This design comes from an exercise in tuning for small area, a short achievable clock period and few clock cycles on the open sky130 flow, not from production work. In this exercise RTL edits were held to simulation tests only and were not proved equivalent to the original.

## flow/design.v (module list and top-level ports; edited modules follow where they fit)
// module Milestone1: 863 lines
module Milestone1 (
   input  logic            Clock,
   input  logic            resetn,
   input  logic [15:0]     SRAM_read_data,
   input  logic            M1_start,
   output logic [17:0]     SRAM_address,
   output logic [15:0]     SRAM_write_data,
   output logic            SRAM_we_n,
   output logic            M1_end
);
  // ...
==> flow/flow/run.sh <==
#!/bin/bash
# The standard layout (the standard.sh), with these ORFS settings changed:
#   SETUP_SLACK_MARGIN=9.0 "BUFFER_PORTS_ARGS=-buffer_cell sky130_fd_sc_hd__buf_2"
# The clock, the constraints and the synthesis are the design's own.
set -euo pipefail
bash standard.sh SETUP_SLACK_MARGIN=9.0 "BUFFER_PORTS_ARGS=-buffer_cell sky130_fd_sc_hd__buf_2" finish > flow_make.log 2>&1
==> flow/standard.sh <==
#!/bin/bash
# synth_recipe.tcl (not shown) runs the flow's synth.tcl, then flattens the netlist and writes it again
# the make line also repeats each setting of config.mk as NAME=value (left out here)
make -C /OpenROAD-flow-scripts/flow DESIGN_CONFIG=/design/flow/config.mk WORK_HOME=/design/flow/orfs CLKGATE_MAP_FILE= SYNTH_SCRIPT=/design/flow/synth_recipe.tcl "${@:-finish}"
==> flow/config.mk <==
export PLATFORM = sky130hd
export DESIGN_NAME = Milestone1
export DESIGN_NICKNAME = Milestone1
export VERILOG_FILES = /design/flow/design.v
export SDC_FILE = /design/flow/constraint.sdc
export NUM_CORES = 4
export LEC_CHECK = 0
export CAP_MARGIN = 20
export CORE_MARGIN = 2
export CORE_UTILIZATION = 40
export SLEW_MARGIN = 20
==> flow/constraint.sdc <==
create_clock -name core_clock -period 13.0 [get_ports {Clock}]
set_input_delay 2.6000 -clock core_clock [delete_from_list [all_inputs] [get_ports {Clock}]]
set_output_delay 2.6000 -clock core_clock [all_outputs]
set_load 0.01 [all_outputs]
==> qor.yml, run 1 <==
status:
  outcome: "no timing/DRC/antenna violations"
worst_hold_path:
  whs_path_depth: 0
  worstHoldStart: "uw[3][3]"
sta:
  finalCritPeriodShare_pct: 32.9
  fin_ws_ps: 8720
  finClkSkew_ps: 24.8
  hold_viol: 0
worst_setup_path:
  cp_top_family: "adder cells"
  cp_cell_sequence: "fa_1 -> inv_2 -> fa_1 -> inv_2 -> fa_1 -> inv_1 -> fa_1 -> inv_1 -> ha_2 -> or3_4 -> o31ai_4 -> buf_6 -> o21bai_4 -> a211oi_2 -> nor2_1"
  cp.required_ps: 13290
  slowest_delay_ps: 550
  critPathCaptureType: "register"
final_layout:
  drive_above_1_share_pct: 18.9
  regArea_um2: 8580
  clock_buffers: 51
  fill_cells: 5206
  fin_cells: 3129
  seq_area_share_pct: 32.0
synthesis:
  synthAdderAreaFrac_pct: 26.2
  yosysUniqueCellTypes: 72
  synth_top_area_share_pct: 20.2
  synth_top_cell_by_area: "edfxtp_1"
  synth_warnings: 3
  syn_area_um2: 22900
  netlist_top_cells_count: "373 x inv_1, 234 x ha_1, 185 x dfxtp_1"
global_route:
  grt-ovfl-total: 0
  grt_pass1_vias: 16500
  grt_start_max_net_pins: 64
  grt_pass1_wl_um: 92200
  met2_usage_pct: 33.7
clock_network:
  clk_pin_slew_ps: 60
  postCtsSetupRepairBufs: 29
  tritoncts: "yes"
floorplan:
  dieArea_um2: 59200
  die_w_um: 243
  floorplan.initialDensity_pct: 40.5
placed_design:
  routabilityCongestion: 0.936
  io_buffers: 54
detailed_routing:
  wl_met3_um: 2700
  highest_layer: "met4"
  finalWirelength_um: 58600
Testbench counts, summed over its fixed seeds: cycles 768,104.
==> module Milestone1, before the edit <==
module Milestone1 (
   input  logic            Clock,
   input  logic            resetn,
   input  logic [15:0]     SRAM_read_data,
   input  logic            M1_start,
   output logic [17:0]     SRAM_address,
   output logic [15:0]     SRAM_write_data,
   output logic            SRAM_we_n,
   output logic            M1_end
);
logic        running;
logic        wr_on;
logic [4:0]  cyc;           
logic [7:0]  col;           
logic [17:0] yptr;          
logic [17:0] wptr;          
logic [7:0]  uw [0:5];      
logic [7:0]  vw [0:5];      
logic [7:0]  ulow;          
logic [15:0] vbuf;          
logic [15:0] ybuf;          
logic [8:0]  uo, vo;        
logic [7:0]  bh;            
logic        fsel_u;
logic [7:0]  w0, w1, w2, w3, w4, w5;
logic [7:0]  t0, t1, t3, t4, t5;
logic [8:0]  fp, fq, fs;        
logic [8:0]  fout;
logic        c0, c1, c157, c158, c159;    
assign fsel_u = cyc[3];
assign w0 = fsel_u ? uw[0] : vw[0];
assign w1 = fsel_u ? uw[1] : vw[1];
assign w2 = fsel_u ? uw[2] : vw[2];
assign w3 = fsel_u ? uw[3] : vw[3];
assign w4 = fsel_u ? uw[4] : vw[4];
assign w5 = fsel_u ? uw[5] : vw[5];
assign t0 = c0 ? w2 : (c1 ? w1 : w0);
assign t1 = c0 ? w2 : w1;
assign t3 = c159 ? w2 : w3;
assign t4 = c159 ? w2 : (c158 ? w3 : w4);
assign t5 = c159 ? w2 : (c158 ? w3 : (c157 ? w4 : w5));
always_ff @(posedge Clock) begin
   fp <= {1'b0, t0} + {1'b0, t5};
   fq <= {1'b0, t1} + {1'b0, t4};
   fs <= {1'b0, w2} + {1'b0, t3};
end
logic ft_s0, ft_c0;
logic ft_s1, ft_c1;
logic ft_s2, ft_c2;
logic ft_s3, ft_c3;
logic ft_s4, ft_c4;
logic ft_s5, ft_c5;
logic ft_s6, ft_c6;
logic ft_s7, ft_c7;
logic ft_s8, ft_c8;
logic ft_s9, ft_c9;
logic ft_s10, ft_c10;
logic ft_s11, ft_c11;
logic ft_s12, ft_c12;
logic ft_s13, ft_c13;
logic ft_s14, ft_c14;
logic ft_s15, ft_c15;
logic ft_s16, ft_c16;
logic ft_s17, ft_c17;
logic ft_s18, ft_c18;
logic ft_s19, ft_c19;
logic ft_s20, ft_c20;
logic ft_s21, ft_c21;
logic ft_s22, ft_c22;
logic ft_s23, ft_c23;
logic ft_s24, ft_c24;
logic ft_s25, ft_c25;
logic ft_s26, ft_c26;
logic ft_s27, ft_c27;
logic ft_s28, ft_c28;
logic ft_s29, ft_c29;
logic ft_s30, ft_c30;
logic ft_s31, ft_c31;
logic ft_s32, ft_c32;
logic ft_s33, ft_c33;
logic ft_s34, ft_c34;
logic ft_s35, ft_c35;
logic ft_s36, ft_c36;
logic ft_s37, ft_c37;
logic ft_s38, ft_c38;
logic ft_s39, ft_c39;
logic ft_s40, ft_c40;
logic ft_s41, ft_c41;
logic ft_s42, ft_c42;
logic ft_s43, ft_c43;
logic ft_s44, ft_c44;
logic ft_s45, ft_c45;
logic ft_s46, ft_c46;
logic ft_s47, ft_c47;
logic ft_s48, ft_c48;
logic ft_s49, ft_c49;
logic ft_s50, ft_c50;
logic ft_s51, ft_c51;
logic ft_s52, ft_c52;
logic ft_s53, ft_c53;
logic ft_s54, ft_c54;
logic ft_s55, ft_c55;
logic ft_s56, ft_c56;
logic ft_s57, ft_c57;
logic ft_s58, ft_c58;
logic ft_s59, ft_c59;
logic ft_s60, ft_c60;
logic ft_s61, ft_c61;
logic ft_s62, ft_c62;
logic ft_s63, ft_c63;
logic ft_s64, ft_c64;
logic ft_s65, ft_c65;
logic ft_s66, ft_c66;
logic ft_s67, ft_c67;
logic ft_s68, ft_c68;
logic ft_s69, ft_c69;
logic ft_s70, ft_c70;
logic ft_s71, ft_c71;
logic ft_s72, ft_c72;
logic [16:0] ft_ra, ft_rb, ft_sum;
assign ft_s0 = fp[3] ^ fp[5];
assign ft_c0 = fp[3] & fp[5];
assign ft_s1 = fp[4] ^ fp[6];
assign ft_c1 = fp[4] & fp[6];
assign ft_s2 = fp[1] ^ fp[3];
assign ft_c2 = fp[1] & fp[3];
assign ft_s3 = fp[2] ^ fp[4] ^ fp[6];
assign ft_c3 = (fp[2] & fp[4]) | (fp[2] & fp[6]) | (fp[4] & fp[6]);
assign ft_s4 = ~fq[0] ^ fq[3] ^ fq[4];
assign ft_c4 = (~fq[0] & fq[3]) | (~fq[0] & fq[4]) | (fq[3] & fq[4]);
assign ft_s5 = fp[7] ^ ~fq[1] ^ fq[4];
assign ft_c5 = (fp[7] & ~fq[1]) | (fp[7] & fq[4]) | (~fq[1] & fq[4]);
assign ft_s6 = fq[5] ^ fs[0] ^ fs[2];
assign ft_c6 = (fq[5] & fs[0]) | (fq[5] & fs[2]) | (fs[0] & fs[2]);
assign ft_s7 = ~~fs[7];
assign ft_c7 = ~fs[7];
assign ft_s8 = fp[8] ^ ~fq[2] ^ fq[5];
assign ft_c8 = (fp[8] & ~fq[2]) | (fp[8] & fq[5]) | (~fq[2] & fq[5]);
assign ft_s9 = fq[6] ^ fs[1] ^ fs[3];
assign ft_c9 = (fq[6] & fs[1]) | (fq[6] & fs[3]) | (fs[1] & fs[3]);
assign ft_s10 = ~fs[8] ^ ft_c0 ^ ft_s1;
assign ft_c10 = (~fs[8] & ft_c0) | (~fs[8] & ft_s1) | (ft_c0 & ft_s1);
assign ft_s11 = fp[5] ^ fp[7] ^ ~fq[3];
assign ft_c11 = (fp[5] & fp[7]) | (fp[5] & ~fq[3]) | (fp[7] & ~fq[3]);
assign ft_s12 = fq[6] ^ fq[7] ^ fs[2];
assign ft_c12 = (fq[6] & fq[7]) | (fq[6] & fs[2]) | (fq[7] & fs[2]);
assign ft_s13 = ~(fs[4] ^ ft_c1);
assign ft_c13 = fs[4] | ft_c1;
assign ft_s14 = fp[6] ^ fp[8] ^ ~fq[4];
assign ft_c14 = (fp[6] & fp[8]) | (fp[6] & ~fq[4]) | (fp[8] & ~fq[4]);
assign ft_s15 = fq[7] ^ fq[8] ^ fs[3];
assign ft_c15 = (fq[7] & fq[8]) | (fq[7] & fs[3]) | (fq[8] & fs[3]);
assign ft_s16 = ~fs[5];
assign ft_c16 = fs[5];
assign ft_s17 = fp[7] ^ ~fq[5] ^ fq[8];
assign ft_c17 = (fp[7] & ~fq[5]) | (fp[7] & fq[8]) | (~fq[5] & fq[8]);
assign ft_s18 = fs[4] ^ fs[6];
assign ft_c18 = fs[4] & fs[6];
assign ft_s19 = fp[8] ^ ~fq[6];
assign ft_c19 = fp[8] & ~fq[6];
assign ft_s20 = fp[1] ^ fp[3];
assign ft_c20 = fp[1] & fp[3];
assign ft_s21 = fp[0] ^ fp[2] ^ fp[4];
assign ft_c21 = (fp[0] & fp[2]) | (fp[0] & fp[4]) | (fp[2] & fp[4]);
assign ft_s22 = fq[1] ^ fq[2];
assign ft_c22 = fq[1] & fq[2];
assign ft_s23 = fp[5] ^ fq[2] ^ fq[3];
assign ft_c23 = (fp[5] & fq[2]) | (fp[5] & fq[3]) | (fq[2] & fq[3]);
assign ft_s24 = fs[0] ^ ~fs[5] ^ ft_s2;
assign ft_c24 = (fs[0] & ~fs[5]) | (fs[0] & ft_s2) | (~fs[5] & ft_s2);
assign ft_s25 = ~(fs[1] ^ ~fs[6]);
assign ft_c25 = fs[1] | ~fs[6];
assign ft_s26 = ft_c2 ^ ft_s3 ^ ft_s4;
assign ft_c26 = (ft_c2 & ft_s3) | (ft_c2 & ft_s4) | (ft_s3 & ft_s4);
assign ft_s27 = ft_s7 ^ ft_s0 ^ ft_c3;
assign ft_c27 = (ft_s7 & ft_s0) | (ft_s7 & ft_c3) | (ft_s0 & ft_c3);
assign ft_s28 = ft_c4 ^ ft_s5 ^ ft_s6;
assign ft_c28 = (ft_c4 & ft_s5) | (ft_c4 & ft_s6) | (ft_s5 & ft_s6);
assign ft_s29 = ft_c7 ^ ft_c5 ^ ft_c6;
assign ft_c29 = (ft_c7 & ft_c5) | (ft_c7 & ft_c6) | (ft_c5 & ft_c6);
assign ft_s30 = ft_s8 ^ ft_s9 ^ ft_s10;
assign ft_c30 = (ft_s8 & ft_s9) | (ft_s8 & ft_s10) | (ft_s9 & ft_s10);
assign ft_s31 = ft_c8 ^ ft_c9 ^ ft_s11;
assign ft_c31 = (ft_c8 & ft_c9) | (ft_c8 & ft_s11) | (ft_c9 & ft_s11);
assign ft_s32 = ft_s12 ^ ft_s13 ^ ft_c10;
assign ft_c32 = (ft_s12 & ft_s13) | (ft_s12 & ft_c10) | (ft_s13 & ft_c10);
assign ft_s33 = ft_s16 ^ ft_c11 ^ ft_c12;
assign ft_c33 = (ft_s16 & ft_c11) | (ft_s16 & ft_c12) | (ft_c11 & ft_c12);
assign ft_s34 = ft_c13 ^ ft_s14 ^ ft_s15;
assign ft_c34 = (ft_c13 & ft_s14) | (ft_c13 & ft_s15) | (ft_s14 & ft_s15);
assign ft_s35 = ~(ft_c16 ^ ft_s18);
assign ft_c35 = ft_c16 | ft_s18;
assign ft_s36 = ft_c14 ^ ft_c15 ^ ft_s17;
assign ft_c36 = (ft_c14 & ft_c15) | (ft_c14 & ft_s17) | (ft_c15 & ft_s17);
assign ft_s37 = ~(fs[5] ^ fs[7]);
assign ft_c37 = fs[5] | fs[7];
assign ft_s38 = ft_c18 ^ ft_s19 ^ ft_c17;
assign ft_c38 = (ft_c18 & ft_s19) | (ft_c18 & ft_c17) | (ft_s19 & ft_c17);
assign ft_s39 = ~fq[7] ^ fs[6] ^ fs[8];
assign ft_c39 = (~fq[7] & fs[6]) | (~fq[7] & fs[8]) | (fs[6] & fs[8]);
assign ft_s40 = ~ft_c19;
assign ft_c40 = ft_c19;
assign ft_s41 = ~fq[8] ^ fs[7];
assign ft_c41 = ~fq[8] & fs[7];
assign ft_s42 = fp[0] ^ fp[2];
assign ft_c42 = fp[0] & fp[2];
assign ft_s43 = fq[0] ^ fq[1] ^ ~fs[3];
assign ft_c43 = (fq[0] & fq[1]) | (fq[0] & ~fs[3]) | (fq[1] & ~fs[3]);
assign ft_s44 = ~fs[4] ^ ft_c20 ^ ft_s22;
assign ft_c44 = (~fs[4] & ft_c20) | (~fs[4] & ft_s22) | (ft_c20 & ft_s22);
assign ft_s45 = ft_c22 ^ ft_c21 ^ ft_s23;
assign ft_c45 = (ft_c22 & ft_c21) | (ft_c22 & ft_s23) | (ft_c21 & ft_s23);
assign ft_s46 = ft_s25 ^ ft_c23 ^ ft_c24;
assign ft_c46 = (ft_s25 & ft_c23) | (ft_s25 & ft_c24) | (ft_c23 & ft_c24);
assign ft_s47 = ft_c25 ^ ft_c26 ^ ft_s27;
assign ft_c47 = (ft_c25 & ft_c26) | (ft_c25 & ft_s27) | (ft_c26 & ft_s27);
assign ft_s48 = ft_c27 ^ ft_c28 ^ ft_s29;
assign ft_c48 = (ft_c27 & ft_c28) | (ft_c27 & ft_s29) | (ft_c28 & ft_s29);
assign ft_s49 = ft_c29 ^ ft_s31 ^ ft_s32;
assign ft_c49 = (ft_c29 & ft_s31) | (ft_c29 & ft_s32) | (ft_s31 & ft_s32);
assign ft_s50 = ft_c31 ^ ft_s33 ^ ft_s34;
assign ft_c50 = (ft_c31 & ft_s33) | (ft_c31 & ft_s34) | (ft_s33 & ft_s34);
assign ft_s51 = ft_s35 ^ ft_c33 ^ ft_c34;
assign ft_c51 = (ft_s35 & ft_c33) | (ft_s35 & ft_c34) | (ft_c33 & ft_c34);
assign ft_s52 = ft_s37 ^ ft_c35 ^ ft_c36;
assign ft_c52 = (ft_s37 & ft_c35) | (ft_s37 & ft_c36) | (ft_c35 & ft_c36);
assign ft_s53 = ft_c37 ^ ft_s40 ^ ft_s39;
assign ft_c53 = (ft_c37 & ft_s40) | (ft_c37 & ft_s39) | (ft_s40 & ft_s39);
assign ft_s54 = ~(ft_c40 ^ ft_s41);
assign ft_c54 = ft_c40 | ft_s41;
assign ft_s55 = ~fs[8];
assign ft_c55 = fs[8];
assign ft_s56 = fp[0] ^ ~fs[0];
assign ft_c56 = fp[0] & ~fs[0];
assign ft_s57 = fp[1] ^ ~fs[1];
assign ft_c57 = fp[1] & ~fs[1];
assign ft_s58 = fq[0] ^ ~fs[2] ^ ft_s42;
assign ft_c58 = (fq[0] & ~fs[2]) | (fq[0] & ft_s42) | (~fs[2] & ft_s42);
assign ft_s59 = ft_c42 ^ ft_s20 ^ ft_s43;
assign ft_c59 = (ft_c42 & ft_s20) | (ft_c42 & ft_s43) | (ft_s20 & ft_s43);
assign ft_s60 = ft_c43 ^ ft_s21 ^ ft_s44;
assign ft_c60 = (ft_c43 & ft_s21) | (ft_c43 & ft_s44) | (ft_s21 & ft_s44);
assign ft_s61 = ft_c44 ^ ft_s24 ^ ft_s45;
assign ft_c61 = (ft_c44 & ft_s24) | (ft_c44 & ft_s45) | (ft_s24 & ft_s45);
assign ft_s62 = ft_c45 ^ ft_s26 ^ ft_s46;
assign ft_c62 = (ft_c45 & ft_s26) | (ft_c45 & ft_s46) | (ft_s26 & ft_s46);
assign ft_s63 = ft_s28 ^ ft_c46 ^ ft_s47;
assign ft_c63 = (ft_s28 & ft_c46) | (ft_s28 & ft_s47) | (ft_c46 & ft_s47);
assign ft_s64 = ft_c47 ^ ft_s30 ^ ft_s48;
assign ft_c64 = (ft_c47 & ft_s30) | (ft_c47 & ft_s48) | (ft_s30 & ft_s48);
assign ft_s65 = ft_c30 ^ ft_c48 ^ ft_s49;
assign ft_c65 = (ft_c30 & ft_c48) | (ft_c30 & ft_s49) | (ft_c48 & ft_s49);
assign ft_s66 = ft_c32 ^ ft_s50 ^ ft_c49;
assign ft_c66 = (ft_c32 & ft_s50) | (ft_c32 & ft_c49) | (ft_s50 & ft_c49);
assign ft_s67 = ft_s36 ^ ft_c50 ^ ft_s51;
assign ft_c67 = (ft_s36 & ft_c50) | (ft_s36 & ft_s51) | (ft_c50 & ft_s51);
assign ft_s68 = ft_s38 ^ ft_c51 ^ ft_s52;
assign ft_c68 = (ft_s38 & ft_c51) | (ft_s38 & ft_s52) | (ft_c51 & ft_s52);
assign ft_s69 = ft_c38 ^ ft_s53 ^ ft_c52;
assign ft_c69 = (ft_c38 & ft_s53) | (ft_c38 & ft_c52) | (ft_s53 & ft_c52);
assign ft_s70 = ft_c39 ^ ft_s54 ^ ft_c53;
assign ft_c70 = (ft_c39 & ft_s54) | (ft_c39 & ft_c53) | (ft_s54 & ft_c53);
assign ft_s71 = ft_s55 ^ ft_c41 ^ ft_c54;
assign ft_c71 = (ft_s55 & ft_c41) | (ft_s55 & ft_c54) | (ft_c41 & ft_c54);
assign ft_s72 = ~ft_c55;
assign ft_c72 = ft_c55;
assign ft_ra = {ft_c71, ft_c70, ft_c69, ft_c68, ft_c67, ft_c66, ft_c65, ft_c64, ft_c63, ft_c62, ft_c61, ft_c60, ft_c59, ft_c58, ft_c57, ft_c56, ft_s56};
assign ft_rb = {ft_s72, ft_s71, ft_s70, ft_s69, ft_s68, ft_s67, ft_s66, ft_s65, ft_s64, ft_s63, ft_s62, ft_s61, ft_s60, ft_s59, ft_s58, ft_s57, 1'b1};
assign ft_sum = ft_ra + ft_rb;
assign fout = ft_sum[16:8];
logic [7:0]  ysel;
logic [8:0]  usel, vsel;
logic [24:0] ypr;               
logic [8:0]  xu, xv;
logic [10:0] xu3, xv3;
logic [7:0]  cr, cg, cb;
assign ysel = ybuf[15:8];    
assign usel = cyc[0] ? {uw[2][7], ~uw[2][7], uw[2][6:0]} : uo;
assign vsel = cyc[0] ? {vw[2][7], ~vw[2][7], vw[2][6:0]} : vo;
logic yt_s0, yt_c0;
logic yt_s1, yt_c1;
logic yt_s2, yt_c2;
logic yt_s3, yt_c3;
logic yt_s4, yt_c4;
logic yt_s5, yt_c5;
logic yt_s6, yt_c6;
logic yt_s7, yt_c7;
logic yt_s8, yt_c8;
logic yt_s9, yt_c9;
logic yt_s10, yt_c10;
logic yt_s11, yt_c11;
logic yt_s12, yt_c12;
logic yt_s13, yt_c13;
logic yt_s14, yt_c14;
logic yt_s15, yt_c15;
logic yt_s16, yt_c16;
logic [26:0] yt_ra, yt_rb, yt_sum;
assign yt_s0 = ysel[1] ^ ysel[3];
assign yt_c0 = ysel[1] & ysel[3];
assign yt_s1 = ysel[2] ^ ysel[4] ^ ysel[6];
assign yt_c1 = (ysel[2] & ysel[4]) | (ysel[2] & ysel[6]) | (ysel[4] & ysel[6]);
assign yt_s2 = ysel[0] ^ ysel[3] ^ ysel[5];
assign yt_c2 = (ysel[0] & ysel[3]) | (ysel[0] & ysel[5]) | (ysel[3] & ysel[5]);
assign yt_s3 = ysel[1] ^ ysel[4];
assign yt_c3 = ysel[1] & ysel[4];
assign yt_s4 = ysel[2] ^ ysel[5];
assign yt_c4 = ysel[2] & ysel[5];
assign yt_s5 = ysel[3] ^ ysel[6];
assign yt_c5 = ysel[3] & ysel[6];
assign yt_s6 = ysel[0] ^ ysel[2];
assign yt_c6 = ysel[0] & ysel[2];
assign yt_s7 = ~(ysel[5] ^ yt_s0);
assign yt_c7 = ysel[5] | yt_s0;
assign yt_s8 = ~(yt_c0 ^ yt_s1);
assign yt_c8 = yt_c0 | yt_s1;
assign yt_s9 = ysel[7] ^ yt_c1 ^ yt_s2;
assign yt_c9 = (ysel[7] & yt_c1) | (ysel[7] & yt_s2) | (yt_c1 & yt_s2);
assign yt_s10 = ysel[6] ^ yt_s3 ^ yt_c2;
assign yt_c10 = (ysel[6] & yt_s3) | (ysel[6] & yt_c2) | (yt_s3 & yt_c2);
assign yt_s11 = ysel[7] ^ yt_c3 ^ yt_s4;
assign yt_c11 = (ysel[7] & yt_c3) | (ysel[7] & yt_s4) | (yt_c3 & yt_s4);
assign yt_s12 = ~(yt_c4 ^ yt_s5);
assign yt_c12 = yt_c4 | yt_s5;
assign yt_s13 = ysel[4] ^ ysel[7] ^ yt_c5;
assign yt_c13 = (ysel[4] & ysel[7]) | (ysel[4] & yt_c5) | (ysel[7] & yt_c5);
assign yt_s14 = ~ysel[5];
assign yt_c14 = ysel[5];
assign yt_s15 = ~ysel[6];
assign yt_c15 = ysel[6];
assign yt_s16 = ~ysel[7];
assign yt_c16 = ysel[7];
assign yt_ra = {1'b1, 1'b0, yt_c16, yt_c15, yt_c14, yt_c13, yt_c12, yt_c11, yt_c10, yt_c9, yt_c8, yt_c7, yt_c6, yt_s6, ysel[1], ysel[0], ysel[1], ysel[0], ~ysel[6], ~ysel[5], ~ysel[4], ~ysel[3], ~ysel[2], ~ysel[1], ~ysel[0], 1'b0, 1'b0};
assign yt_rb = {1'b0, 1'b0, 1'b1, yt_s16, yt_s15, yt_s14, yt_s13, yt_s12, yt_s11, yt_s10, yt_s9, yt_s8, yt_s7, ysel[4], ysel[3], ysel[2], 1'b0, ~ysel[7], 1'b1, 1'b0, 1'b1, 1'b0, 1'b0, 1'b0, 1'b1, 1'b0, 1'b0};
assign yt_sum = yt_ra + yt_rb;
always_ff @(posedge Clock) begin
   ypr <= yt_sum[26:2];
   xu  <= usel;
   xv  <= vsel;
   xu3 <= {2'b00, usel} + {1'b0, usel, 1'b0};
   xv3 <= {2'b00, vsel} + {1'b0, vsel, 1'b0};
end
logic rt_s0, rt_c0;
logic rt_s1, rt_c1;
logic rt_s2, rt_c2;
logic rt_s3, rt_c3;
logic rt_s4, rt_c4;
logic rt_s5, rt_c5;
logic rt_s6, rt_c6;
logic rt_s7, rt_c7;
logic rt_s8, rt_c8;
logic rt_s9, rt_c9;
logic rt_s10, rt_c10;
logic rt_s11, rt_c11;
logic rt_s12, rt_c12;
logic rt_s13, rt_c13;
logic rt_s14, rt_c14;
logic rt_s15, rt_c15;
logic rt_s16, rt_c16;
logic rt_s17, rt_c17;
logic rt_s18, rt_c18;
logic rt_s19, rt_c19;
logic rt_s20, rt_c20;
logic rt_s21, rt_c21;
logic rt_s22, rt_c22;
logic rt_s23, rt_c23;
logic rt_s24, rt_c24;
logic rt_s25, rt_c25;
logic rt_s26, rt_c26;
logic rt_s27, rt_c27;
logic rt_s28, rt_c28;
logic rt_s29, rt_c29;
logic rt_s30, rt_c30;
logic rt_s31, rt_c31;
logic rt_s32, rt_c32;
logic rt_s33, rt_c33;
logic rt_s34, rt_c34;
logic rt_s35, rt_c35;
logic rt_s36, rt_c36;
logic rt_s37, rt_c37;
logic rt_s38, rt_c38;
logic rt_s39, rt_c39;
logic [26:0] rt_ra, rt_rb, rt_sum;
assign rt_s0 = ypr[9] ^ xv3[0];
assign rt_c0 = ypr[9] & xv3[0];
assign rt_s1 = ypr[10] ^ xv3[1];
assign rt_c1 = ypr[10] & xv3[1];
assign rt_s2 = ypr[5] ^ xv[0];
assign rt_c2 = ypr[5] & xv[0];
assign rt_s3 = ypr[6] ^ xv[1] ^ xv[4];
assign rt_c3 = (ypr[6] & xv[1]) | (ypr[6] & xv[4]) | (xv[1] & xv[4]);
assign rt_s4 = ypr[7] ^ xv[2] ^ xv[5];
assign rt_c4 = (ypr[7] & xv[2]) | (ypr[7] & xv[5]) | (xv[2] & xv[5]);
assign rt_s5 = ypr[8] ^ xv[3] ^ xv[6];
assign rt_c5 = (ypr[8] & xv[3]) | (ypr[8] & xv[6]) | (xv[3] & xv[6]);
assign rt_s6 = ~(xv[4] ^ xv[7]);
assign rt_c6 = xv[4] | xv[7];
assign rt_s7 = xv[5] ^ xv[8] ^ rt_c0;
assign rt_c7 = (xv[5] & xv[8]) | (xv[5] & rt_c0) | (xv[8] & rt_c0);
assign rt_s8 = ypr[11] ^ xv3[2] ^ xv[6];
assign rt_c8 = (ypr[11] & xv3[2]) | (ypr[11] & xv[6]) | (xv3[2] & xv[6]);
assign rt_s9 = ypr[12] ^ xv3[3];
assign rt_c9 = ypr[12] & xv3[3];
assign rt_s10 = ypr[13] ^ xv3[0] ^ xv3[4];
assign rt_c10 = (ypr[13] & xv3[0]) | (ypr[13] & xv3[4]) | (xv3[0] & xv3[4]);
assign rt_s11 = ypr[14] ^ xv3[1];
assign rt_c11 = ypr[14] & xv3[1];
assign rt_s12 = ypr[15] ^ xv3[2];
assign rt_c12 = ypr[15] & xv3[2];
assign rt_s13 = ypr[16] ^ xv3[3] ^ xv3[7];
assign rt_c13 = (ypr[16] & xv3[3]) | (ypr[16] & xv3[7]) | (xv3[3] & xv3[7]);
assign rt_s14 = ypr[17] ^ xv3[4] ^ xv3[8];
assign rt_c14 = (ypr[17] & xv3[4]) | (ypr[17] & xv3[8]) | (xv3[4] & xv3[8]);
assign rt_s15 = ypr[18] ^ xv3[5];
assign rt_c15 = ypr[18] & xv3[5];
assign rt_s16 = ypr[19] ^ xv3[6] ^ xv3[10];
assign rt_c16 = (ypr[19] & xv3[6]) | (ypr[19] & xv3[10]) | (xv3[6] & xv3[10]);
assign rt_s17 = ypr[20] ^ xv3[7];
assign rt_c17 = ypr[20] & xv3[7];
assign rt_s18 = ypr[2] ^ xv[0];
assign rt_c18 = ypr[2] & xv[0];
assign rt_s19 = ypr[3] ^ xv[1] ^ xv3[5];
assign rt_c19 = (ypr[3] & xv[1]) | (ypr[3] & xv3[5]) | (xv[1] & xv3[5]);
assign rt_s20 = ypr[4] ^ xv[2] ^ xv3[6];
assign rt_c20 = (ypr[4] & xv[2]) | (ypr[4] & xv3[6]) | (xv[2] & xv3[6]);
assign rt_s21 = xv[3] ^ xv3[7] ^ rt_s2;
assign rt_c21 = (xv[3] & xv3[7]) | (xv[3] & rt_s2) | (xv3[7] & rt_s2);
assign rt_s22 = xv3[8] ^ rt_c2 ^ rt_s3;
assign rt_c22 = (xv3[8] & rt_c2) | (xv3[8] & rt_s3) | (rt_c2 & rt_s3);
assign rt_s23 = xv3[9] ^ rt_c3 ^ rt_s4;
assign rt_c23 = (xv3[9] & rt_c3) | (xv3[9] & rt_s4) | (rt_c3 & rt_s4);
assign rt_s24 = xv3[10] ^ rt_c4 ^ rt_s5;
assign rt_c24 = (xv3[10] & rt_c4) | (xv3[10] & rt_s5) | (rt_c4 & rt_s5);
assign rt_s25 = rt_s6 ^ rt_s0 ^ rt_c5;
assign rt_c25 = (rt_s6 & rt_s0) | (rt_s6 & rt_c5) | (rt_s0 & rt_c5);
assign rt_s26 = rt_c6 ^ rt_s1 ^ rt_s7;
assign rt_c26 = (rt_c6 & rt_s1) | (rt_c6 & rt_s7) | (rt_s1 & rt_s7);
assign rt_s27 = rt_c1 ^ rt_s8 ^ rt_c7;
assign rt_c27 = (rt_c1 & rt_s8) | (rt_c1 & rt_c7) | (rt_s8 & rt_c7);
assign rt_s28 = xv[7] ^ rt_s9 ^ rt_c8;
assign rt_c28 = (xv[7] & rt_s9) | (xv[7] & rt_c8) | (rt_s9 & rt_c8);
assign rt_s29 = xv[8] ^ rt_c9 ^ rt_s10;
assign rt_c29 = (xv[8] & rt_c9) | (xv[8] & rt_s10) | (rt_c9 & rt_s10);
assign rt_s30 = xv3[5] ^ rt_s11 ^ rt_c10;
assign rt_c30 = (xv3[5] & rt_s11) | (xv3[5] & rt_c10) | (rt_s11 & rt_c10);
assign rt_s31 = xv3[6] ^ rt_c11 ^ rt_s12;
assign rt_c31 = (xv3[6] & rt_c11) | (xv3[6] & rt_s12) | (rt_c11 & rt_s12);
assign rt_s32 = ~(rt_c12 ^ rt_s13);
assign rt_c32 = rt_c12 | rt_s13;
assign rt_s33 = ~(rt_c13 ^ rt_s14);
assign rt_c33 = rt_c13 | rt_s14;
assign rt_s34 = xv3[9] ^ rt_s15 ^ rt_c14;
assign rt_c34 = (xv3[9] & rt_s15) | (xv3[9] & rt_c14) | (rt_s15 & rt_c14);
assign rt_s35 = ~(rt_c15 ^ rt_s16);
assign rt_c35 = rt_c15 | rt_s16;
assign rt_s36 = ~(rt_s17 ^ rt_c16);
assign rt_c36 = rt_s17 | rt_c16;
assign rt_s37 = ypr[21] ^ xv3[8] ^ rt_c17;
assign rt_c37 = (ypr[21] & xv3[8]) | (ypr[21] & rt_c17) | (xv3[8] & rt_c17);
assign rt_s38 = ypr[22] ^ xv3[9];
assign rt_c38 = ypr[22] & xv3[9];
assign rt_s39 = ypr[23] ^ xv3[10];
assign rt_c39 = ypr[23] & xv3[10];
assign rt_ra = {rt_c39, rt_c38, rt_c37, rt_c36, rt_c35, rt_c34, rt_c33, rt_c32, rt_c31, rt_c30, rt_c29, rt_c28, rt_c27, rt_c26, rt_c25, rt_c24, rt_c23, rt_c22, rt_c21, rt_c20, rt_c19, rt_c18, rt_s18, ypr[1], ypr[0], xv3[1], xv3[0]};
assign rt_rb = {ypr[24], rt_s39, rt_s38, rt_s37, rt_s36, rt_s35, rt_s34, rt_s33, rt_s32, rt_s31, rt_s30, rt_s29, rt_s28, rt_s27, rt_s26, rt_s25, rt_s24, rt_s23, rt_s22, rt_s21, rt_s20, rt_s19, xv3[4], xv3[3], xv3[2], 1'b0, 1'b0};
assign rt_sum = rt_ra + rt_rb;
logic gt_s0, gt_c0;
logic gt_s1, gt_c1;
logic gt_s2, gt_c2;
logic gt_s3, gt_c3;
logic gt_s4, gt_c4;
logic gt_s5, gt_c5;
logic gt_s6, gt_c6;
logic gt_s7, gt_c7;
logic gt_s8, gt_c8;
logic gt_s9, gt_c9;
logic gt_s10, gt_c10;
logic gt_s11, gt_c11;
logic gt_s12, gt_c12;
logic gt_s13, gt_c13;
logic gt_s14, gt_c14;
logic gt_s15, gt_c15;
logic gt_s16, gt_c16;
logic gt_s17, gt_c17;
logic gt_s18, gt_c18;
logic gt_s19, gt_c19;
logic gt_s20, gt_c20;
logic gt_s21, gt_c21;
logic gt_s22, gt_c22;
logic gt_s23, gt_c23;
logic gt_s24, gt_c24;
logic gt_s25, gt_c25;
logic gt_s26, gt_c26;
logic gt_s27, gt_c27;
logic gt_s28, gt_c28;
logic gt_s29, gt_c29;
logic gt_s30, gt_c30;
logic gt_s31, gt_c31;
logic gt_s32, gt_c32;
logic gt_s33, gt_c33;
logic gt_s34, gt_c34;
logic gt_s35, gt_c35;
logic gt_s36, gt_c36;
logic gt_s37, gt_c37;
logic gt_s38, gt_c38;
logic gt_s39, gt_c39;
logic gt_s40, gt_c40;
logic gt_s41, gt_c41;
logic gt_s42, gt_c42;
logic gt_s43, gt_c43;
logic gt_s44, gt_c44;
logic gt_s45, gt_c45;
logic gt_s46, gt_c46;
logic gt_s47, gt_c47;
logic gt_s48, gt_c48;
logic gt_s49, gt_c49;
logic gt_s50, gt_c50;
logic gt_s51, gt_c51;
logic gt_s52, gt_c52;
logic gt_s53, gt_c53;
logic gt_s54, gt_c54;
logic gt_s55, gt_c55;
logic gt_s56, gt_c56;
logic gt_s57, gt_c57;
logic gt_s58, gt_c58;
logic gt_s59, gt_c59;
logic gt_s60, gt_c60;
logic gt_s61, gt_c61;
logic gt_s62, gt_c62;
logic gt_s63, gt_c63;
logic gt_s64, gt_c64;
logic [26:0] gt_ra, gt_rb, gt_sum;
assign gt_s0 = ypr[3] ^ ~xu3[2];
assign gt_c0 = ypr[3] & ~xu3[2];
assign gt_s1 = ypr[4] ^ ~xu3[3];
assign gt_c1 = ypr[4] & ~xu3[3];
assign gt_s2 = ypr[5] ^ ~xu3[4];
assign gt_c2 = ypr[5] & ~xu3[4];
assign gt_s3 = ypr[6] ^ ~xu3[5];
assign gt_c3 = ypr[6] & ~xu3[5];
assign gt_s4 = ypr[7] ^ ~xu3[6];
assign gt_c4 = ypr[7] & ~xu3[6];
assign gt_s5 = ypr[8] ^ ~xu[0] ^ ~xu3[7];
assign gt_c5 = (ypr[8] & ~xu[0]) | (ypr[8] & ~xu3[7]) | (~xu[0] & ~xu3[7]);
assign gt_s6 = ypr[9] ^ ~xu[1];
assign gt_c6 = ypr[9] & ~xu[1];
assign gt_s7 = ypr[10] ^ ~xu[2] ^ ~xu3[9];
assign gt_c7 = (ypr[10] & ~xu[2]) | (ypr[10] & ~xu3[9]) | (~xu[2] & ~xu3[9]);
assign gt_s8 = ypr[11] ^ ~xu3[0] ^ ~xu[3];
assign gt_c8 = (ypr[11] & ~xu3[0]) | (ypr[11] & ~xu[3]) | (~xu3[0] & ~xu[3]);
assign gt_s9 = ~xu3[10] ^ ~xv[1];
assign gt_c9 = ~xu3[10] & ~xv[1];
assign gt_s10 = ypr[12] ^ ~xu3[1] ^ ~xu[4];
assign gt_c10 = (ypr[12] & ~xu3[1]) | (ypr[12] & ~xu[4]) | (~xu3[1] & ~xu[4]);
assign gt_s11 = ~(~xv3[0] ^ ~xv[2]);
assign gt_c11 = ~xv3[0] | ~xv[2];
assign gt_s12 = ypr[13] ^ ~xu3[2] ^ ~xu[5];
assign gt_c12 = (ypr[13] & ~xu3[2]) | (ypr[13] & ~xu[5]) | (~xu3[2] & ~xu[5]);
assign gt_s13 = ~(~xv3[1] ^ ~xv[3]);
assign gt_c13 = ~xv3[1] | ~xv[3];
assign gt_s14 = ypr[14] ^ ~xu3[3] ^ ~xu[6];
assign gt_c14 = (ypr[14] & ~xu3[3]) | (ypr[14] & ~xu[6]) | (~xu3[3] & ~xu[6]);
assign gt_s15 = ~xv3[2] ^ ~xv[4];
assign gt_c15 = ~xv3[2] & ~xv[4];
assign gt_s16 = ypr[15] ^ ~xu3[4] ^ ~xu[7];
assign gt_c16 = (ypr[15] & ~xu3[4]) | (ypr[15] & ~xu[7]) | (~xu3[4] & ~xu[7]);
assign gt_s17 = ~xv3[3] ^ ~xv[5];
assign gt_c17 = ~xv3[3] & ~xv[5];
assign gt_s18 = ypr[16] ^ ~xu3[5] ^ ~xu[8];
assign gt_c18 = (ypr[16] & ~xu3[5]) | (ypr[16] & ~xu[8]) | (~xu3[5] & ~xu[8]);
assign gt_s19 = ~xv3[4] ^ ~xv[6];
assign gt_c19 = ~xv3[4] & ~xv[6];
assign gt_s20 = ypr[17] ^ ~xu3[6] ^ ~xv3[5];
assign gt_c20 = (ypr[17] & ~xu3[6]) | (ypr[17] & ~xv3[5]) | (~xu3[6] & ~xv3[5]);
assign gt_s21 = ypr[18] ^ ~xu3[7] ^ ~xv3[6];
assign gt_c21 = (ypr[18] & ~xu3[7]) | (ypr[18] & ~xv3[6]) | (~xu3[7] & ~xv3[6]);
assign gt_s22 = ypr[1] ^ ~xu3[0];
assign gt_c22 = ypr[1] & ~xu3[0];
assign gt_s23 = ypr[2] ^ ~xu3[1];
assign gt_c23 = ypr[2] & ~xu3[1];
assign gt_s24 = ~(~xv[0] ^ ~xv[5]);
assign gt_c24 = ~xv[0] | ~xv[5];
assign gt_s25 = ~xv[1] ^ ~xv[6] ^ gt_c0;
assign gt_c25 = (~xv[1] & ~xv[6]) | (~xv[1] & gt_c0) | (~xv[6] & gt_c0);
assign gt_s26 = ~xv[2] ^ ~xv[7] ^ gt_c1;
assign gt_c26 = (~xv[2] & ~xv[7]) | (~xv[2] & gt_c1) | (~xv[7] & gt_c1);
assign gt_s27 = ~xv[3] ^ ~xv[8] ^ gt_c2;
assign gt_c27 = (~xv[3] & ~xv[8]) | (~xv[3] & gt_c2) | (~xv[8] & gt_c2);
assign gt_s28 = ~(~xv[4] ^ gt_c3);
assign gt_c28 = ~xv[4] | gt_c3;
assign gt_s29 = ~(~xv[5] ^ gt_c4);
assign gt_c29 = ~xv[5] | gt_c4;
assign gt_s30 = ~xu3[8] ^ ~xv[6] ^ gt_s6;
assign gt_c30 = (~xu3[8] & ~xv[6]) | (~xu3[8] & gt_s6) | (~xv[6] & gt_s6);
assign gt_s31 = ~xv[0] ^ ~xv[7] ^ gt_c6;
assign gt_c31 = (~xv[0] & ~xv[7]) | (~xv[0] & gt_c6) | (~xv[7] & gt_c6);
assign gt_s32 = ~xv[8] ^ gt_s9 ^ gt_c7;
assign gt_c32 = (~xv[8] & gt_s9) | (~xv[8] & gt_c7) | (gt_s9 & gt_c7);
assign gt_s33 = gt_c9 ^ gt_s11 ^ gt_c8;
assign gt_c33 = (gt_c9 & gt_s11) | (gt_c9 & gt_c8) | (gt_s11 & gt_c8);
assign gt_s34 = gt_c11 ^ gt_s13 ^ gt_c10;
assign gt_c34 = (gt_c11 & gt_s13) | (gt_c11 & gt_c10) | (gt_s13 & gt_c10);
assign gt_s35 = gt_c13 ^ gt_s15 ^ gt_c12;
assign gt_c35 = (gt_c13 & gt_s15) | (gt_c13 & gt_c12) | (gt_s15 & gt_c12);
assign gt_s36 = gt_c15 ^ gt_s17 ^ gt_c14;
assign gt_c36 = (gt_c15 & gt_s17) | (gt_c15 & gt_c14) | (gt_s17 & gt_c14);
assign gt_s37 = gt_c17 ^ gt_s19 ^ gt_c16;
assign gt_c37 = (gt_c17 & gt_s19) | (gt_c17 & gt_c16) | (gt_s19 & gt_c16);
assign gt_s38 = ~xv[7] ^ gt_c19 ^ gt_c18;
assign gt_c38 = (~xv[7] & gt_c19) | (~xv[7] & gt_c18) | (gt_c19 & gt_c18);
assign gt_s39 = ~(~xv[8] ^ gt_c20);
assign gt_c39 = ~xv[8] | gt_c20;
assign gt_s40 = ypr[19] ^ ~xu3[8] ^ ~xv3[7];
assign gt_c40 = (ypr[19] & ~xu3[8]) | (ypr[19] & ~xv3[7]) | (~xu3[8] & ~xv3[7]);
assign gt_s41 = ypr[20] ^ ~xu3[9];
assign gt_c41 = ypr[20] & ~xu3[9];
assign gt_s42 = ypr[21] ^ ~xu3[10];
assign gt_c42 = ypr[21] & ~xu3[10];
assign gt_s43 = ~~xv[3];
assign gt_c43 = ~xv[3];
assign gt_s44 = ~xv[4] ^ gt_c22 ^ gt_s23;
assign gt_c44 = (~xv[4] & gt_c22) | (~xv[4] & gt_s23) | (gt_c22 & gt_s23);
assign gt_s45 = gt_c23 ^ gt_s24 ^ gt_s0;
assign gt_c45 = (gt_c23 & gt_s24) | (gt_c23 & gt_s0) | (gt_s24 & gt_s0);
assign gt_s46 = gt_c24 ^ gt_s1 ^ gt_s25;
assign gt_c46 = (gt_c24 & gt_s1) | (gt_c24 & gt_s25) | (gt_s1 & gt_s25);
assign gt_s47 = gt_s2 ^ gt_c25 ^ gt_s26;
assign gt_c47 = (gt_s2 & gt_c25) | (gt_s2 & gt_s26) | (gt_c25 & gt_s26);
assign gt_s48 = gt_s3 ^ gt_c26 ^ gt_s27;
assign gt_c48 = (gt_s3 & gt_c26) | (gt_s3 & gt_s27) | (gt_c26 & gt_s27);
assign gt_s49 = gt_s4 ^ gt_s28 ^ gt_c27;
assign gt_c49 = (gt_s4 & gt_s28) | (gt_s4 & gt_c27) | (gt_s28 & gt_c27);
assign gt_s50 = gt_c28 ^ gt_s29 ^ gt_s5;
assign gt_c50 = (gt_c28 & gt_s29) | (gt_c28 & gt_s5) | (gt_s29 & gt_s5);
assign gt_s51 = gt_c5 ^ gt_c29 ^ gt_s30;
assign gt_c51 = (gt_c5 & gt_c29) | (gt_c5 & gt_s30) | (gt_c29 & gt_s30);
assign gt_s52 = gt_s7 ^ gt_c30 ^ gt_s31;
assign gt_c52 = (gt_s7 & gt_c30) | (gt_s7 & gt_s31) | (gt_c30 & gt_s31);
assign gt_s53 = gt_s8 ^ gt_c31 ^ gt_s32;
assign gt_c53 = (gt_s8 & gt_c31) | (gt_s8 & gt_s32) | (gt_c31 & gt_s32);
assign gt_s54 = gt_s10 ^ gt_c32 ^ gt_s33;
assign gt_c54 = (gt_s10 & gt_c32) | (gt_s10 & gt_s33) | (gt_c32 & gt_s33);
assign gt_s55 = gt_s12 ^ gt_c33 ^ gt_s34;
assign gt_c55 = (gt_s12 & gt_c33) | (gt_s12 & gt_s34) | (gt_c33 & gt_s34);
assign gt_s56 = gt_s14 ^ gt_c34 ^ gt_s35;
assign gt_c56 = (gt_s14 & gt_c34) | (gt_s14 & gt_s35) | (gt_c34 & gt_s35);
assign gt_s57 = gt_s16 ^ gt_c35 ^ gt_s36;
assign gt_c57 = (gt_s16 & gt_c35) | (gt_s16 & gt_s36) | (gt_c35 & gt_s36);
assign gt_s58 = gt_s18 ^ gt_c36 ^ gt_s37;
assign gt_c58 = (gt_s18 & gt_c36) | (gt_s18 & gt_s37) | (gt_c36 & gt_s37);
assign gt_s59 = gt_s20 ^ gt_c37 ^ gt_s38;
assign gt_c59 = (gt_s20 & gt_c37) | (gt_s20 & gt_s38) | (gt_c37 & gt_s38);
assign gt_s60 = gt_s21 ^ gt_s39 ^ gt_c38;
assign gt_c60 = (gt_s21 & gt_s39) | (gt_s21 & gt_c38) | (gt_s39 & gt_c38);
assign gt_s61 = gt_c21 ^ gt_s40 ^ gt_c39;
assign gt_c61 = (gt_c21 & gt_s40) | (gt_c21 & gt_c39) | (gt_s40 & gt_c39);
assign gt_s62 = ~xv3[8] ^ gt_s41 ^ gt_c40;
assign gt_c62 = (~xv3[8] & gt_s41) | (~xv3[8] & gt_c40) | (gt_s41 & gt_c40);
assign gt_s63 = ~xv3[9] ^ gt_c41 ^ gt_s42;
assign gt_c63 = (~xv3[9] & gt_c41) | (~xv3[9] & gt_s42) | (gt_c41 & gt_s42);
assign gt_s64 = ypr[22] ^ ~xv3[10] ^ gt_c42;
assign gt_c64 = (ypr[22] & ~xv3[10]) | (ypr[22] & gt_c42) | (~xv3[10] & gt_c42);
assign gt_ra = {ypr[24], gt_c64, gt_c63, gt_c62, gt_c61, gt_c60, gt_c59, gt_c58, gt_c57, gt_c56, gt_c55, gt_c54, gt_c53, gt_c52, gt_c51, gt_c50, gt_c49, gt_c48, gt_c47, gt_c46, gt_c45, gt_c44, gt_c43, gt_s43, ypr[0], ~xv[1], ~xv[0]};
assign gt_rb = {1'b0, ypr[23], gt_s64, gt_s63, gt_s62, gt_s61, gt_s60, gt_s59, gt_s58, gt_s57, gt_s56, gt_s55, gt_s54, gt_s53, gt_s52, gt_s51, gt_s50, gt_s49, gt_s48, gt_s47, gt_s46, gt_s45, gt_s44, gt_s22, ~xv[2], 1'b0, 1'b1};
assign gt_sum = gt_ra + gt_rb;
logic bt_s0, bt_c0;
logic bt_s1, bt_c1;
logic bt_s2, bt_c2;
logic bt_s3, bt_c3;
logic bt_s4, bt_c4;
logic bt_s5, bt_c5;
logic bt_s6, bt_c6;
logic bt_s7, bt_c7;
logic bt_s8, bt_c8;
logic bt_s9, bt_c9;
logic bt_s10, bt_c10;
logic bt_s11, bt_c11;
logic bt_s12, bt_c12;
logic bt_s13, bt_c13;
logic bt_s14, bt_c14;
logic bt_s15, bt_c15;
logic bt_s16, bt_c16;
logic bt_s17, bt_c17;
logic bt_s18, bt_c18;
logic bt_s19, bt_c19;
logic bt_s20, bt_c20;
logic bt_s21, bt_c21;
logic bt_s22, bt_c22;
logic bt_s23, bt_c23;
logic bt_s24, bt_c24;
logic bt_s25, bt_c25;
logic bt_s26, bt_c26;
logic bt_s27, bt_c27;
logic bt_s28, bt_c28;
logic bt_s29, bt_c29;
logic bt_s30, bt_c30;
logic bt_s31, bt_c31;
logic bt_s32, bt_c32;
logic bt_s33, bt_c33;
logic bt_s34, bt_c34;
logic bt_s35, bt_c35;
logic [26:0] bt_ra, bt_rb, bt_sum;
assign bt_s0 = ypr[8] ^ xu[0];
assign bt_c0 = ypr[8] & xu[0];
assign bt_s1 = ypr[9] ^ xu[1];
assign bt_c1 = ypr[9] & xu[1];
assign bt_s2 = ypr[10] ^ xu[2];
assign bt_c2 = ypr[10] & xu[2];
assign bt_s3 = ypr[11] ^ xu[3];
assign bt_c3 = ypr[11] & xu[3];
assign bt_s4 = ypr[5] ^ xu[0];
assign bt_c4 = ypr[5] & xu[0];
assign bt_s5 = ypr[6] ^ xu[1] ^ xu3[5];
assign bt_c5 = (ypr[6] & xu[1]) | (ypr[6] & xu3[5]) | (xu[1] & xu3[5]);
assign bt_s6 = ypr[7] ^ xu[2] ^ xu3[6];
assign bt_c6 = (ypr[7] & xu[2]) | (ypr[7] & xu3[6]) | (xu[2] & xu3[6]);
assign bt_s7 = xu[3] ^ xu3[7] ^ xu3[10];
assign bt_c7 = (xu[3] & xu3[7]) | (xu[3] & xu3[10]) | (xu3[7] & xu3[10]);
assign bt_s8 = xu[4] ^ xu3[8] ^ bt_c0;
assign bt_c8 = (xu[4] & xu3[8]) | (xu[4] & bt_c0) | (xu3[8] & bt_c0);
assign bt_s9 = xu[5] ^ xu3[9] ^ bt_c1;
assign bt_c9 = (xu[5] & xu3[9]) | (xu[5] & bt_c1) | (xu3[9] & bt_c1);
assign bt_s10 = xu[6] ^ xu3[10] ^ bt_c2;
assign bt_c10 = (xu[6] & xu3[10]) | (xu[6] & bt_c2) | (xu3[10] & bt_c2);
assign bt_s11 = ypr[12] ^ xu[4] ^ xu[7];
assign bt_c11 = (ypr[12] & xu[4]) | (ypr[12] & xu[7]) | (xu[4] & xu[7]);
assign bt_s12 = ypr[13] ^ xu[5];
assign bt_c12 = ypr[13] & xu[5];
assign bt_s13 = ypr[1] ^ xu3[0];
assign bt_c13 = ypr[1] & xu3[0];
assign bt_s14 = ypr[2] ^ xu3[1] ^ xu3[4];
assign bt_c14 = (ypr[2] & xu3[1]) | (ypr[2] & xu3[4]) | (xu3[1] & xu3[4]);
assign bt_s15 = ypr[3] ^ xu3[2] ^ xu3[5];
assign bt_c15 = (ypr[3] & xu3[2]) | (ypr[3] & xu3[5]) | (xu3[2] & xu3[5]);
assign bt_s16 = ypr[4] ^ xu3[3] ^ xu3[6];
assign bt_c16 = (ypr[4] & xu3[3]) | (ypr[4] & xu3[6]) | (xu3[3] & xu3[6]);
assign bt_s17 = xu3[4] ^ xu3[7] ^ bt_s4;
assign bt_c17 = (xu3[4] & xu3[7]) | (xu3[4] & bt_s4) | (xu3[7] & bt_s4);
assign bt_s18 = xu3[8] ^ bt_c4 ^ bt_s5;
assign bt_c18 = (xu3[8] & bt_c4) | (xu3[8] & bt_s5) | (bt_c4 & bt_s5);
assign bt_s19 = xu3[9] ^ bt_c5 ^ bt_s6;
assign bt_c19 = (xu3[9] & bt_c5) | (xu3[9] & bt_s6) | (bt_c5 & bt_s6);
assign bt_s20 = bt_s0 ^ bt_c6 ^ bt_s7;
assign bt_c20 = (bt_s0 & bt_c6) | (bt_s0 & bt_s7) | (bt_c6 & bt_s7);
assign bt_s21 = bt_s1 ^ bt_c7 ^ bt_s8;
assign bt_c21 = (bt_s1 & bt_c7) | (bt_s1 & bt_s8) | (bt_c7 & bt_s8);
assign bt_s22 = bt_s2 ^ bt_c8 ^ bt_s9;
assign bt_c22 = (bt_s2 & bt_c8) | (bt_s2 & bt_s9) | (bt_c8 & bt_s9);
assign bt_s23 = bt_s3 ^ bt_c9 ^ bt_s10;
assign bt_c23 = (bt_s3 & bt_c9) | (bt_s3 & bt_s10) | (bt_c9 & bt_s10);
assign bt_s24 = bt_c3 ^ bt_s11 ^ bt_c10;
assign bt_c24 = (bt_c3 & bt_s11) | (bt_c3 & bt_c10) | (bt_s11 & bt_c10);
assign bt_s25 = xu[8] ^ bt_s12 ^ bt_c11;
assign bt_c25 = (xu[8] & bt_s12) | (xu[8] & bt_c11) | (bt_s12 & bt_c11);
assign bt_s26 = ypr[14] ^ xu[6] ^ bt_c12;
assign bt_c26 = (ypr[14] & xu[6]) | (ypr[14] & bt_c12) | (xu[6] & bt_c12);
assign bt_s27 = ypr[15] ^ xu[0] ^ xu[7];
assign bt_c27 = (ypr[15] & xu[0]) | (ypr[15] & xu[7]) | (xu[0] & xu[7]);
assign bt_s28 = ypr[16] ^ xu[1] ^ xu[8];
assign bt_c28 = (ypr[16] & xu[1]) | (ypr[16] & xu[8]) | (xu[1] & xu[8]);
assign bt_s29 = ypr[17] ^ xu[2];
assign bt_c29 = ypr[17] & xu[2];
assign bt_s30 = ypr[18] ^ xu[3];
assign bt_c30 = ypr[18] & xu[3];
assign bt_s31 = ypr[19] ^ xu[4];
assign bt_c31 = ypr[19] & xu[4];
assign bt_s32 = ypr[20] ^ xu[5];
assign bt_c32 = ypr[20] & xu[5];
assign bt_s33 = ypr[21] ^ xu[6];
assign bt_c33 = ypr[21] & xu[6];
assign bt_s34 = ypr[22] ^ xu[7];
assign bt_c34 = ypr[22] & xu[7];
assign bt_s35 = ypr[23] ^ xu[8];
assign bt_c35 = ypr[23] & xu[8];
assign bt_ra = {bt_c35, bt_c34, bt_c33, bt_c32, bt_c31, bt_c30, bt_c29, bt_c28, bt_c27, bt_c26, bt_c25, bt_c24, bt_c23, bt_c22, bt_c21, bt_c20, bt_c19, bt_c18, bt_c17, bt_c16, bt_c15, bt_c14, bt_c13, bt_s13, ypr[0], xu3[1], xu3[0]};
assign bt_rb = {ypr[24], bt_s35, bt_s34, bt_s33, bt_s32, bt_s31, bt_s30, bt_s29, bt_s28, bt_s27, bt_s26, bt_s25, bt_s24, bt_s23, bt_s22, bt_s21, bt_s20, bt_s19, bt_s18, bt_s17, bt_s16, bt_s15, bt_s14, xu3[3], xu3[2], 1'b0, 1'b0};
assign bt_sum = bt_ra + bt_rb;
function automatic logic [7:0] clip(input logic [26:0] v);
   if (v[26])               clip = 8'd0;
   else if (v[25] | v[24])  clip = 8'd255;
   else                     clip = v[23:16];
endfunction
assign cr = clip(rt_sum);
assign cg = clip(gt_sum);
assign cb = clip(bt_sum);
logic [17:0] caddr_sum;
logic [17:0] caddr;
assign caddr_sum = yptr + (yptr[0] ? 18'd76804 : 18'd115204);
assign caddr = {1'b0, caddr_sum[17:1]};
always_ff @(posedge Clock or negedge resetn) begin
   if (~resetn) begin
      running   <= 1'b0;
      M1_end    <= 1'b0;
      SRAM_we_n <= 1'b1;
      wr_on     <= 1'b0;
   end else begin
      if (~running) begin
         SRAM_we_n <= 1'b1;
         if (M1_start) begin
            running <= 1'b1;
            M1_end  <= 1'b0;
            wr_on   <= 1'b0;
         end
      end else begin
         SRAM_we_n <= ~(wr_on & (cyc[1] | cyc[2] | cyc[3]));
         if (cyc[3] & c0) wr_on <= 1'b1;
         if (cyc[4] & (yptr == 18'd38401)) begin
            running <= 1'b0;
            M1_end  <= 1'b1;
         end
      end
   end
end
always_ff @(posedge Clock) begin
   if (~running & M1_start) begin
      cyc  <= 5'b00001;
      col  <= 8'd155;
      {c157, c158, c159, c0, c1} <= 5'd0;
      yptr <= 18'h3fffc;       
      wptr <= 18'd146929;      
      SRAM_address <= 18'd57600;
   end else begin
      cyc <= {cyc[3:0], cyc[4]};
      if (cyc[4]) SRAM_address <= caddr;
      if (cyc[0]) begin
         SRAM_address <= yptr;
         yptr <= yptr + 18'd1;
      end
      if (cyc[1] | cyc[2] | cyc[3]) begin
         SRAM_address <= wptr;
         wptr <= wptr + 18'd1;
      end
      if (cyc[2]) begin
         col  <= c159 ? 8'd0 : col + 8'd1;
         c157 <= (col == 8'd156);
         c158 <= c157;
         c159 <= c158;
         c0   <= c159;
         c1   <= c0;
      end
   end
   if (cyc[4]) uo <= fout;
   if (cyc[0]) vo <= fout;
   bh <= cb;
   if (cyc[1]) SRAM_write_data <= {cr, cg};
   else if (cyc[2]) SRAM_write_data <= {bh, cr};
   else SRAM_write_data <= {cg, cb};
   if (cyc[2]) begin
      uw[0] <= uw[1]; uw[1] <= uw[2]; uw[2] <= uw[3]; uw[3] <= uw[4]; uw[4] <= uw[5];
      vw[0] <= vw[1]; vw[1] <= vw[2]; vw[2] <= vw[3]; vw[3] <= vw[4]; vw[4] <= vw[5];
      if (~yptr[0]) begin         
         uw[5] <= SRAM_read_data[15:8];
         ulow  <= SRAM_read_data[7:0];
         vw[5] <= vbuf[15:8];
      end else begin              
         uw[5] <= ulow;
         vw[5] <= vbuf[7:0];
         vbuf  <= SRAM_read_data;
      end
   end
   if (cyc[3]) ybuf <= SRAM_read_data;
   else if (cyc[0]) ybuf[15:8] <= ybuf[7:0];
end
endmodule
==> run 2: changes to the inputs <==
--- a/flow/design.v
+++ b/flow/design.v
@@ -31,10 +31,10 @@
 logic        c0, c1, c157, c158, c159;    
 assign fsel_u = cyc[3];
-assign w0 = fsel_u ? uw[0] : vw[0];
-assign w1 = fsel_u ? uw[1] : vw[1];
-assign w2 = fsel_u ? uw[2] : vw[2];
-assign w3 = fsel_u ? uw[3] : vw[3];
-assign w4 = fsel_u ? uw[4] : vw[4];
-assign w5 = fsel_u ? uw[5] : vw[5];
+assign w0 = fsel_u ? uw[0] : vw[1];
+assign w1 = fsel_u ? uw[1] : vw[2];
+assign w2 = fsel_u ? uw[2] : vw[3];
+assign w3 = fsel_u ? uw[3] : vw[4];
+assign w4 = fsel_u ? uw[4] : vw[5];
+assign w5 = fsel_u ? uw[5] : vw[0];
 assign t0 = c0 ? w2 : (c1 ? w1 : w0);
 assign t1 = c0 ? w2 : w1;
@@ -278,6 +278,6 @@
 logic [7:0]  cr, cg, cb;
 assign ysel = ybuf[15:8];    
-assign usel = cyc[0] ? {uw[2][7], ~uw[2][7], uw[2][6:0]} : uo;
-assign vsel = cyc[0] ? {vw[2][7], ~vw[2][7], vw[2][6:0]} : vo;
+assign usel = cyc[0] ? {uw[4][7], ~uw[4][7], uw[4][6:0]} : uo;
+assign vsel = cyc[0] ? {vw[4][7], ~vw[4][7], vw[4][6:0]} : vo;
 logic yt_s0, yt_c0;
 logic yt_s1, yt_c1;
@@ -847,7 +847,7 @@
    else if (cyc[2]) SRAM_write_data <= {bh, cr};
    else SRAM_write_data <= {cg, cb};
+   uw[0] <= uw[5]; uw[1] <= uw[0]; uw[2] <= uw[1]; uw[3] <= uw[2]; uw[4] <= uw[3];
+   vw[0] <= vw[5]; vw[1] <= vw[0]; vw[2] <= vw[1]; vw[3] <= vw[2]; vw[4] <= vw[3];
    if (cyc[2]) begin
-      uw[0] <= uw[1]; uw[1] <= uw[2]; uw[2] <= uw[3]; uw[3] <= uw[4]; uw[4] <= uw[5];
-      vw[0] <= vw[1]; vw[1] <= vw[2]; vw[2] <= vw[3]; vw[3] <= vw[4]; vw[4] <= vw[5];
       if (~yptr[0]) begin         
          uw[5] <= SRAM_read_data[15:8];
@@ -859,4 +859,7 @@
          vbuf  <= SRAM_read_data;
       end
+   end else begin
+      uw[5] <= uw[4];
+      vw[5] <= vw[4];
    end
    if (cyc[3]) ybuf <= SRAM_read_data;
==> flow/flow/run.sh (replaced) <==
#!/bin/bash
# The standard layout, with the timing repair steps asked to leave a larger
# setup margin (the clock and constraints are the design's own).
set -euo pipefail
bash standard.sh SETUP_SLACK_MARGIN=8.8 finish > flow_make.log 2>&1
==> qor.yml, run 2 <==
worst_setup_path:
  r2r-end: "uo[8]"  # was vo[5]
  path_max_fanout: 4  # was 3
  arrival_ps: 4500  # was 4570 ps
  reg2reg_from: "fp[4]"  # was fp[6]
  rr_worst_depth: 14  # was 15
  critPathCaptureType: "register"  # unchanged
  cp.required_ps: 13290  # about the same
  timing_worst_setup_path_type: "register to register"  # unchanged
  reg2reg_setup_slack_ps: 8790  # was 8720 ps
  critPathLaunchType: "register"  # unchanged
placed_design:
  dpl_cell_area_um2: 23100  # was 24,100 µm²
  detailed_place_hpwl_um: 43800  # was 44,800 µm
  routabilityCongestion: 0.909  # was 0.936
  io_buffers: 54  # unchanged
  preCtsSetupSlack_ps: 8070  # was 8340 ps
  dp.cells: 2936  # was 3,007
final_layout:
  final_area_um2: 25400  # was 26,800 µm²
  reg_top3: "uw x48, vw x48, ypr x24"  # unchanged
  nNetsFinal: 2721  # was 2,749
  fill_cells: 5066  # was 5,206
  post-route-util_pct: 47.0  # was 47.4%
  drive_above_1_share_pct: 13.5  # was 18.9%
  insertedDiodeCount: 0  # unchanged
  final_common_cell: "inv_1"  # unchanged
  area_growth_pct: 16.2  # was 16.9%
  fin_cells: 3040  # was 3,129
  final_cell_mix: "346 x inv_1, 236 x dfxtp_1, 215 x ha_1"  # was 346 x inv_1, 213 x ha_1, 154 x edfxtp_1
sta:
  min_period_ps: 4210  # was 4280 ps
  finClkSkew_ps: 22.7  # was 24.8 ps
  slew_headroom_pct: 33.6  # was 41.3%
  holdWs_ps: 334  # was 430 ps
  drv_slew: 0  # unchanged
  max_freq_mhz: 238  # was 234 MHz
  fin_ws_ps: 8790  # was 8720 ps
  setup_tns_ps: 0  # unchanged
  rsz0062_at_grt: "true"  # unchanged
  hold_viol: 0  # unchanged
  finalSetupViolCount: 0  # unchanged
  finalCritPeriodShare_pct: 32.4  # was 32.9%
  worst_pin_slew_ps: 993  # was 880 ps
floorplan:
  die_height_um: 238  # was 243 µm
  floorplan.initialDensity_pct: 40.5  # about the same
  core_area_um2: 53900  # was 56,500 µm²
  ios: 55  # unchanged
  dieArea_um2: 56400  # was 59,200 µm²
  die_w_um: 238  # was 243 µm
  num_rows: 85  # was 87
global_route:
  grtUsageTotal_pct: 19.7  # was 19.9%
  grt_pass1_wl_um: 86700  # was 92,200 µm
  grt-ovfl-total: 0  # unchanged
  grt_start_max_net_pins: 59  # was 64
  grt_pass1_vias: 15900  # was 16.5k
  grt_antenna_before_repair: 1  # was 2
worst_hold_path:
  min_to: "uw[2][7]"  # was uw[2][3]
  worstHoldStart: "uw[1][7]"  # was uw[3][3]
  hold_path_class: "register to register"  # unchanged
  whs_path_depth: 0  # unchanged
detailed_routing:
  ant_nets: 0  # unchanged
  finalWirelength_um: 55400  # was 58,600 µm
  drc: 0  # unchanged
  first_pass_iters: 5  # unchanged
  wl_per_cell_um: 18.2  # was 18.7 µm
  num_vias: 15600  # was 16.1k
  initialDrtViolationCount: 817  # was 983
  vias_per_cell: 5.12  # was 5.15
status:
  outcome: "no timing/DRC/antenna violations"  # unchanged
clock_network:
  worstSkewPairLatency_ps: 570  # about the same
  tritoncts: "yes"  # unchanged
  root_buffer: "clkbuf_16"  # unchanged
  cts_buffer_depth: 3  # unchanged
  cts_max_level: 2  # unchanged
  clk_pin_slew_ps: 60  # about the same
  cts_sinks: 343  # unchanged
  cts_buffers: 39  # was 38
  hold_buffers: 0  # unchanged
synthesis:
  synthTopCellsByArea: "dfxtp_1 26%, fa_1 14%, ha_1 13%, edfxtp_1 8.0%, inv_1 6.3%"  # was edfxtp_1 20%, dfxtp_1 16%, fa_1 13%, ha_1 13%, inv_1 6.1%
  syn_nets: 2646  # was 2,656
  syn_area_um2: 21800  # was 22,900 µm²
  yosysMostFrequentCell: "inv_1"  # unchanged
  synth_seq_cells: 343  # unchanged
  synth_area_per_cell_um2: 9.74  # was 10.2 µm²
  synth_ff_type: "dfxtp_1"  # unchanged
  netlist_top_cells_count: "364 x inv_1, 281 x dfxtp_1, 234 x ha_1"  # was 373 x inv_1, 234 x ha_1, 185 x dfxtp_1
  synthArstFlopShare_pct: 1.17  # unchanged
  ys_seq_area_share_pct: 34.2  # was 36.8%
  synth_warnings: 3  # unchanged
  synth_top_cell_by_area: "dfxtp_1"  # was edfxtp_1
  synth_edf_count: 58  # was 154
  synth_top_area_share_pct: 25.8  # was 20.2%
  syn_inst: 2240  # was 2,250
  yosysUniqueCellTypes: 80  # was 72
run:
  maxCapViolations: 0  # unchanged
## run 2: cell types whose count changed in the layout (fill, tap and decap cells not counted), sizes merged, moves of 9 or more
cell           change
mux2i             +18
inv                -9
buf               -67
nor3              -10
clkdlybuf4s50     +53
nor2              +42
a21oi             +28
edfxtp            -96
o21ai             -33
dfxtp             +96
mux2              -20
nand3             -13
## run 2: critical path, stage by stage (launching register included)
cell	delay [ps]
dfxtp_4	360
ha_4	240
fa_2	360
fa_1	480
fa_1	520
inv_1	50
fa_1	500
inv_2	50
ha_4	210
or2_4	250
a21oi_4	140
a31oi_4	60
a41o_1	300
o41ai_2	280
xnor2_1	140
## run 2: cell families (layout without fill, tap and decap cells)
group                    count (synthesis)  count (layout)  synth area share [%]
buffers and inverters                  431             535                  7.50
AND/OR/NAND/NOR                        466             466                  9.90
multiplexers                            92              92                  4.43
adder cells (fa/ha/maj)                387             387                  27.5
AO/OA/AOI/OAI                          411             411                  12.0
XOR/XNOR                               110             110                  4.42
flip-flops                             343             343                  34.2
## run 2: timing repair
action,4_1_cts,5_1_grt
buffers inserted,13,21
resized for setup,82,99
setup endpoints to repair,37,37
pin swaps,24,48
## run 2: worst max path at each step
stage	from	endpoint	slack, ps	cells past startpoint
global route	fq[4]	uo[8]	8660	15
detailed placement	xv[1]	SRAM_write_data[13]	8070	16
finish	fp[4]	uo[8]	8790	14
floorplan	xv[6]	SRAM_write_data[3]	8830	18
global placement	xv[1]	SRAM_write_data[13]	8220	16
CTS	fp[6]	uo[8]	8660	14
## run 2: per-layer routing
layer  global-route usage, %  share of wire [%]
met1                    26.2                 45
met5                       0              0.020
met2                    32.3                 47
met3                    3.16                4.5
met4                    7.26                3.3
## run 2: cell type report
| cell class | count | area, µm² | area share [%] |
|---|---|---|---|
| well taps | 696 | 871 | 3.43 |
| clock inverters | 16 | 184 | 0.725 |
| flip-flops and latches | 343 | 7580 | 29.9 |
| clock buffers | 54 | 1170 | 4.60 |
| repair buffers | 101 | 912 | 3.60 |
| inverters | 364 | 1370 | 5.39 |
| multi-input cells | 1466 | 13300 | 52.4 |
Testbench counts of run 2, summed over its fixed seeds: cycles 768,104.

## static timing again, ports no longer ideal
In the flow no input, the clock included, has a driving cell. The finished layouts below were timed again as built, in two steps.
Step 1: set_driving_cell puts a clkbuf_16 on Clock and a buf_2 on each other input, an assumption about the parent block.
Step 2, shift: input delay + t, output delay - t, t = (earliest + latest rising clock arrival at the registers) / 2. This alone moves slack from input paths to output paths.
Slacks: ideal ports / drivers / drivers and shift; pairs: ideal ports / drivers.
| run | shift t [ns] | slack for setup (ns) | pins driven straight from the clock port |
|---|---|---|---|
| run 1 | 0.621 | 8.722 / 8.722 / 8.722 | 1 |
| run 2 | 0.615 | 8.790 / 8.790 / 8.697 | 1 |
After both steps every run listed still meets setup and hold. For run 2, which loses most, drivers alone change the setup slack by 0.000 ns; drivers and shift together by -0.093 ns.
